Source: an optimization exercise on an open RTL-to-GDS flow (aim: small area and a short achievable clock period). Production flows keep margins and buffers that such runs may drop.
Where RTL was checked, it was by simulation tests only, not by an equivalence proof against the original.
Power figures rest on the tool's default switching activity, not on a simulated workload.

==> module fp_mul, before the edit <==
module fp_mul(clk, op1, op2, result, under, over);
input wire clk;
input wire [15:0] op1, op2;
output wire [15:0] result;
output wire under, over;
wire [13:0] bx = {2'b00, op2[10:0], 1'b0};
wire [5:0] one_d, two_d;
wire [4:0] neg_d;
genvar i;
generate for (i = 0; i < 6; i = i + 1) begin : g_booth
	assign one_d[i] = bx[2*i+1] ^ bx[2*i];
	assign two_d[i] = (bx[2*i+2] & ~bx[2*i+1] & ~bx[2*i]) | (~bx[2*i+2] & bx[2*i+1] & bx[2*i]);
	if (i < 5) begin : g_neg
		assign neg_d[i] = bx[2*i+2];
	end
end endgenerate
reg [10:0] sa;
reg [5:0] bone, btwo;
reg [4:0] bneg;
reg [4:0] e1;
reg sg1;
always @(posedge clk)
begin
	sa <= op1[10:0];
	bone <= one_d;
	btwo <= two_d;
	bneg <= neg_d;
	e1 <= {1'b0, op1[14:11]} + {1'b0, op2[14:11]} - 5'd7;
	sg1 <= op1[15] ^ op2[15];
end
wire [20:0] rx, ry;
fp1 stage1(.a(sa), .one(bone), .two(btwo), .neg(bneg), .rx(rx), .ry(ry));
wire [20:0] px = rx, py = ry;
wire [15:0] lo = {1'b0, px[14:0]} + {1'b0, py[14:0]};
reg [5:0] hx, hy;
reg hc;
reg [5:0] lo2;
reg [4:0] e2;
reg sg2;
always @(posedge clk)
begin
	hx <= px[20:15];
	hy <= py[20:15];
	hc <= lo[15];
	lo2 <= lo[14:9];
	e2 <= e1;
	sg2 <= sg1;
end
wire [5:0] hi = hx + hy + hc;
wire [20:9] s = {hi, lo2};
fp2 stage2(.s(s), .e(e2), .sign(sg2), .fp_result(result), .under(under), .over(over));
endmodule
==> flow/config.mk <==
export PLATFORM = sky130hd
export DESIGN_NAME = fp_mul
export DESIGN_NICKNAME = fp_mul
export VERILOG_FILES = /design/flow/design.v
export SDC_FILE = /design/flow/constraint.sdc
export NUM_CORES = 4
export LEC_CHECK = 0
export CAP_MARGIN = 20
export CORE_MARGIN = 2
export CORE_UTILIZATION = 40
export SETUP_SLACK_MARGIN = 1.9
export SLEW_MARGIN = 20
export SYNTH_HIERARCHICAL = 1
export SYNTH_MINIMUM_KEEP_SIZE = 0
==> flow/constraint.sdc <==
create_clock -name core_clock -period 5.3 [get_ports {clk}]
set_input_delay 1.0600 -clock core_clock [delete_from_list [all_inputs] [get_ports {clk}]]
set_output_delay 1.0600 -clock core_clock [all_outputs]
set_load 0.01 [all_outputs]
standard.sh (not shown) runs the stock make flow with config.mk's settings and CLKGATE_MAP_FILE= SYNTH_SCRIPT=/design/flow/synth_recipe.tcl, a recipe that flattens the netlist after the stock synthesis.
==> flow/flow/run.sh <==
#!/bin/bash
# The standard layout (the standard.sh) with two changes: plain buf_1
# cells as the input and output port buffers instead of the ones
# buffer_ports picks, and clock tree synthesis without dummy load cells.
export BUFFER_PORTS_ARGS="-buffer_cell sky130_fd_sc_hd__buf_1"
export CTS_ARGS="-sink_clustering_enable -repair_clock_nets -buf_list sky130_fd_sc_hd__clkbuf_8 -dont_use_dummy_load"
bash standard.sh > standard.log 2>&1
The baseline produced a clean layout.
Rerun with:
--- a/flow/design.v
+++ b/flow/design.v
@@ -374,25 +374,28 @@
 	e1 <= {1'b0, op1[14:11]} + {1'b0, op2[14:11]} - 5'd7;
 	sg1 <= op1[15] ^ op2[15];
 end
 wire [20:0] rx, ry;
 fp1 stage1(.a(sa), .one(bone), .two(btwo), .neg(bneg), .rx(rx), .ry(ry));
 wire [20:0] px = rx, py = ry;
-wire [15:0] lo = {1'b0, px[14:0]} + {1'b0, py[14:0]};
-reg [5:0] hx, hy;
+wire [13:0] lo = {1'b0, px[12:0]} + {1'b0, py[12:0]};
+wire [7:0] h0 = px[20:13] + py[20:13];
+wire [8:0] h1w = {px[20:13], 1'b1} + {py[20:13], 1'b1};
+wire [7:0] h1 = h1w[8:1];    
+reg [7:0] h0r, h1r;
 reg hc;
-reg [5:0] lo2;
+reg [3:0] lo2;
 reg [4:0] e2;
 reg sg2;
 always @(posedge clk)
 begin
-	hx <= px[20:15];
-	hy <= py[20:15];
-	hc <= lo[15];
-	lo2 <= lo[14:9];
+	h0r <= h0;
+	h1r <= h1;
+	hc <= lo[13];
+	lo2 <= lo[12:9];
 	e2 <= e1;
 	sg2 <= sg1;
 end
-wire [5:0] hi = hx + hy + hc;
+wire [7:0] hi = hc ? h1r : h0r;
 wire [20:9] s = {hi, lo2};
 fp2 stage2(.s(s), .e(e2), .sign(sg2), .fp_result(result), .under(under), .over(over));
 endmodule
=> Die area went up by 2.5%. Non-clock buffer count went down by 20. Hold slack hardly moves. Cell count went down by 1.9%. Power went down by 14%. Via count went down by 5.7%. Wire length went down by 8.3%.
The RTL of the second run of this note was laid out without a check of its function.

## v6
Starting RTL as in the previous note.
==> flow/config.mk <==
export PLATFORM = sky130hd
export DESIGN_NAME = fp_mul
export DESIGN_NICKNAME = fp_mul
export VERILOG_FILES = /design/flow/design.v
export SDC_FILE = /design/flow/constraint.sdc
export NUM_CORES = 4
export LEC_CHECK = 0
export CAP_MARGIN = 20
export CORE_MARGIN = 2
export CORE_UTILIZATION = 40
export SETUP_SLACK_MARGIN = 1.7
export SLEW_MARGIN = 20
export SYNTH_HIERARCHICAL = 1
export SYNTH_MINIMUM_KEEP_SIZE = 0
==> flow/constraint.sdc <==
create_clock -name core_clock -period 5.3 [get_ports {clk}]
set_input_delay 1.0600 -clock core_clock [delete_from_list [all_inputs] [get_ports {clk}]]
set_output_delay 1.0600 -clock core_clock [all_outputs]
set_load 0.01 [all_outputs]
Scripts as last shown in full above: flow/flow/run.sh
v6 ended with every stage complete and zero timing, DRC or antenna violations.
### v6 -> v7
--- a/flow/design.v
+++ b/flow/design.v
@@ -376,23 +376,23 @@
 end
 wire [20:0] rx, ry;
 fp1 stage1(.a(sa), .one(bone), .two(btwo), .neg(bneg), .rx(rx), .ry(ry));
 wire [20:0] px = rx, py = ry;
-wire [15:0] lo = {1'b0, px[14:0]} + {1'b0, py[14:0]};
-reg [5:0] hx, hy;
+wire [12:0] lo = {1'b0, px[11:0]} + {1'b0, py[11:0]};
+wire [8:0] h0 = px[20:12] + py[20:12];
+reg [8:0] h0r;
 reg hc;
-reg [5:0] lo2;
+reg [2:0] lo2;
 reg [4:0] e2;
 reg sg2;
 always @(posedge clk)
 begin
-	hx <= px[20:15];
-	hy <= py[20:15];
-	hc <= lo[15];
-	lo2 <= lo[14:9];
+	h0r <= h0;
+	hc <= lo[12];
+	lo2 <= lo[11:9];
 	e2 <= e1;
 	sg2 <= sg1;
 end
-wire [5:0] hi = hx + hy + hc;
+wire [8:0] hi = h0r + hc;
 wire [20:9] s = {hi, lo2};
 fp2 stage2(.s(s), .e(e2), .sign(sg2), .fp_result(result), .under(under), .over(over));
 endmodule
v6 → v7: final cell utilization of the core down 0.23 points, final total power fell 23%, switching share of power increased 0.84 points, sequential share of layout area shrank by 1.4 points.
After detailed routing, v6 needs more wire than v7.
Adder-cell share of the synthesized area up 1.0 points in v7 wrt v6
The count of instances resized after the clock tree is built of v7 exceeds that of v6 by 11.
Final cell count: v7 vs v6 down 1.5%
No functional check of the RTL was part of v7.

-- afterwards: timing with drivers on the ports --
In the flow no input, the clock included, has a driving cell. The finished layouts below were timed again as built, in two steps.
Step 1 sets driving cells, clkbuf_16 on the clock port and buf_2 on the other inputs (assumed; they add their load-dependent delay and slew).
Step 2 times the ports against the registers' clock, not the clock port: input delays grow and output delays shrink by t, the midpoint of the rising clock arrivals with the driver on.
Three values: ideal, step 1, step 2; two values: the first two.
| run | shift t [ns] | setup WS [ns] | worst hold slack (ns) | worst setup path at the end |
|---|---|---|---|---|
| the first run of note 1 | 0.376 | 1.683 / 1.649 / 1.869 | 0.326 / 0.326 / 0.326 | register to register |
| the second run of note 1 | 0.368 | 1.892 / 1.892 / 1.892 | 0.324 / 0.324 / 0.324 | register to register |
| v6 | 0.364 | 1.752 / 1.718 / 1.857 | 0.324 / 0.324 / 0.324 | register to register |
| v7 | 0.337 | 1.671 / 1.671 / 1.671 | 0.334 / 0.334 / 0.334 | register to register |
After both steps every run listed still meets setup and hold.
